This is an optimization exercise on Yosys and OpenROAD, whose aim is a short achievable clock period and few clock cycles, not a production implementation.
Function was checked by simulation only, so behaviour that the tests miss may differ from the original.
Power is estimated from default activity; no workload was simulated.

the baseline:
## pipelined
module pipelined (
    input wire i_clk,
    input wire i_reset,
    output reg [31:0] o_pc_debug,
    output reg o_insn_vld,
    output reg o_ctrl,
    output reg o_mispred,
    output reg [31:0] o_io_ledr,
    output reg [31:0] o_io_ledg,
    output reg [6:0] o_io_hex0,
    output reg [6:0] o_io_hex1,
    output reg [6:0] o_io_hex2,
    output reg [6:0] o_io_hex3,
    output reg [6:0] o_io_hex4,
    output reg [6:0] o_io_hex5,
    output reg [6:0] o_io_hex6,
    output reg [6:0] o_io_hex7,
    output reg [31:0] o_io_lcd,
    input wire [31:0] i_io_sw,
    output wire [13:0] o_imem_addr,
    input wire [31:0] i_imem_rdata,
    output wire [13:0] o_dmem_addr,
    output wire o_dmem_we,
    output wire [3:0] o_dmem_wmask,
    output wire [31:0] o_dmem_wdata,
    input wire [31:0] i_dmem_rdata
);
Settings: LEC_CHECK=0, CAP_MARGIN=35, CORE_MARGIN=2, CORE_UTILIZATION=50, PLACE_DENSITY=0.68, SLEW_MARGIN=30, SYNTH_MEMORY_MAX_BITS=20000; clock period 10.5 ns.
standard.sh (not shown) runs the stock make flow with config.mk's settings and CLKGATE_MAP_FILE= SYNTH_SCRIPT=/design/flow/synth_recipe.tcl, a recipe that flattens the netlist after the stock synthesis.
==> flow/flow/run.sh <==
#!/bin/bash
# Layout flow: the standard ORFS flow (standard.sh) with two changes:
#  - the timing repair steps aim at a setup slack margin of MARGIN ns instead of 0,
#    so they keep working on the design's own critical paths while the design's
#    constraints are met with room to spare;
#  - the port buffers that the flow puts on every input and output are buf_4 cells.
# The make output goes to flow_standard.log; ORFS writes each step's log under orfs/logs.
set -euo pipefail
MARGIN=7.0
bash standard.sh SETUP_SLACK_MARGIN=$MARGIN "BUFFER_PORTS_ARGS=-buffer_cell sky130_fd_sc_hd__buf_4" finish > flow_standard.log 2>&1
Testbench counts of the baseline, summed over its fixed seeds: cycles 94,358.
The inputs of the candidate differ from those of the baseline as listed below.
--- a/flow/design.v
+++ b/flow/design.v
@@ -68,18 +68,17 @@
     reg [31:0] pc_m, res_m, addr_m, pnpc_m, tgt_m, pc4_m;
     reg        neqt_m, neqn_m;
     reg        we_m;
     reg [3:0]  wmask_m;
     reg [31:0] wdata_m;
     reg        bwd_m, pdir_m;
     reg        ld_m, st_m, wen_m, jalr_m, br_m, jal_m, ret_m, hit_m, tkn_m, ctrl_m, vrpt_m;
     reg [31:2] alt_m;
-    reg [15:2] dm_addr;
-    reg [15:0] io_sel_m;     
+    reg [15:2] dm_addr;      
     reg        vrpt_w, ctrl_w, mis_w;
     reg [31:0] pc_w;
     reg [2:0]  f3_m;
     reg [4:0]  rd_m;
     reg [1:0]  ctr_m;
     reg        wen_w;
     reg [4:0]  rd_w;
     reg [31:0] res_w;
@@ -224,20 +223,19 @@
     end
     always @(posedge i_clk) begin
         pc_e   <= pc_d;
         pc4_e  <= d_pc4;
         tgt_e  <= d_tgt;
         pdir_e <= d_pt;
         alt_e  <= d_pt ? d_pc4 : d_tgt;
         pnpc_e <= red_d ? tgt_red_d : pnpc_d;
-        a_e    <= ({32{d1_m}} & e_res) | ({32{d1_w}} & m_wb) | ({32{!d1_m && !d1_w}} & d_r1);
-        b_e    <= ({32{d2_m && !d_bimm}} & e_res) | ({32{d2_w && !d_bimm}} & m_wb) |
-                  ({32{d_bimm || (!d2_m && !d2_w)}} & d_b);
-        s_e    <= ({32{d2_m}} & e_res) | ({32{d2_w}} & m_wb) | ({32{!d2_m && !d2_w}} & d_r2);
+        a_e    <= d1_m ? e_res : d1_w ? m_wb : d_r1;
+        b_e    <= (d2_m && !d_bimm) ? e_res : (d2_w && !d_bimm) ? m_wb : d_b;
+        s_e    <= d2_m ? e_res : d2_w ? m_wb : d_r2;
         pv_e   <= d_pv;
         sub_e  <= (d_opr && d_b30 && d_f3 == 3'd0) || d_br || (d_alu && d_f3[2:1] == 2'b01);
         uns_e  <= d_br ? d_f3[1] : d_f3[0];
         sra_e  <= d_b30;
         r_add  <= d_add;
         r_xor  <= d_alu && d_f3 == 3'd4;
         r_or   <= d_alu && d_f3 == 3'd6;
         r_and  <= d_alu && d_f3 == 3'd7;
@@ -368,17 +366,16 @@
         end
     end
     always @(posedge i_clk) begin
         pc_m    <= pc_e;
         res_m   <= e_res;
         addr_m  <= e_sum;
         alt_m   <= alt_e[31:2];
         dm_addr <= br_e ? alt_e[15:2] : e_sum[15:2];
-        io_sel_m <= 16'd1 << e_sum[15:12];
         pdir_m  <= pdir_e;
         pnpc_m  <= pnpc_e;
         tgt_m   <= tgt_e;
         pc4_m   <= pc4_e;
         neqt_m  <= e_neq_t;
         neqn_m  <= e_neq_n;
         wmask_m <= e_wmask;
         wdata_m <= e_wdata;
@@ -433,22 +430,17 @@
         o_io_hex6 = io[3][22:16];
         o_io_hex7 = io[3][30:24];
         o_io_lcd  = io[4];
     end
     wire        m_lb = ld_m && f3_m[1:0] == 2'd0;
     wire        m_lh = ld_m && f3_m[1:0] == 2'd1;
     wire        m_lw = ld_m && f3_m[1] == 1'b1;
     wire        m_sx = ~f3_m[2];
-    reg  [31:0] m_ior;
-    integer ii;
-    always @(*) begin
-        m_ior = 32'd0;
-        for (ii = 0; ii < 16; ii = ii + 1) m_ior = m_ior | ({32{io_sel_m[ii]}} & io[ii]);
-    end
+    wire [31:0] m_ior = io[addr_m[15:12]];
     wire        s_mm = !m_io && !m_sw;
     wire [31:0] m_raw = ({32{s_mm}} & i_dmem_rdata) | ({32{m_sw}} & i_io_sw) | ({32{m_io}} & m_ior);
     wire sb0 = m_lw | (m_lh & !addr_m[1]) | (m_lb && addr_m[1:0] == 2'd0);
     wire sb1 = m_lb && addr_m[1:0] == 2'd1;
     wire sb2 = (m_lh & addr_m[1]) | (m_lb && addr_m[1:0] == 2'd2);
     wire sb3 = m_lb && addr_m[1:0] == 2'd3;
     wire sh0 = m_lw | (m_lh & !addr_m[1]);
     wire sh1 = m_lh & addr_m[1];
Results
Compared with the baseline, in the candidate first-pass GRT wire length higher; multi-input combinational cell count saw an increase. Compared with the baseline, the candidate shows number of clock-tree buffers in the layout that has gone down by a few percent. Register count in the candidate is lower than in the baseline. Lower total power goes to the baseline over the candidate. The candidate vs the baseline, slowest cell on the critical path: sky130_fd_sc_hd__nand4_1 vs sky130_fd_sc_hd__a221o_2. Taking the baseline as the reference, in the candidate met3 wirelength from detailed routing now larger, share of the clock period used by the worst path has increased, adder and majority cell fraction of the synthesized area shows no meaningful change, number of cells after detailed placement now sits higher. The candidate ends up with a number of tap instances that is 125 higher than in the baseline. Of the candidate and the baseline, the candidate shows the higher synthesized cell count, with the baseline below it. Between the baseline and the candidate, the flow reports non-clock buffer count increasing by more than 10%. Compared to the baseline, the router laid down more metal wire for the candidate.
Testbench counts of the candidate, summed over its fixed seeds: cycles 94,358.

separate check: timing with driven ports:
The results above use ideal ports. As a check the final layouts listed here were re-extracted and re-timed, cells and wires unchanged.
Step 1, drivers: a clkbuf_16 drives i_clk and a buf_2 each remaining input, both assumed.
Step 2 times the ports against the registers' clock, not the clock port: input delays grow and output delays shrink by t, the midpoint of the rising clock arrivals with the driver on.
Slacks: ideal ports / drivers / drivers and shift; pairs: ideal ports / drivers.
run | t, ns | setup WS [ns] | hold WS [ns] | clock arrival spread, ns | worst register clock-pin slew, ns
the baseline | 1.048 | 6.654 / 6.654 / 5.786 | 0.279 / 0.279 / 0.279 | 0.117 / 0.117 | 0.07 / 0.07
the candidate | 1.036 | 6.490 / 6.490 / 5.845 | 0.323 / 0.323 / 0.323 | 0.119 / 0.119 | 0.07 / 0.07
After both steps setup and hold are still met in every run listed. The setup slack of the baseline, which loses most, moves by 0.000 ns with the drivers and by -0.868 ns with both steps.
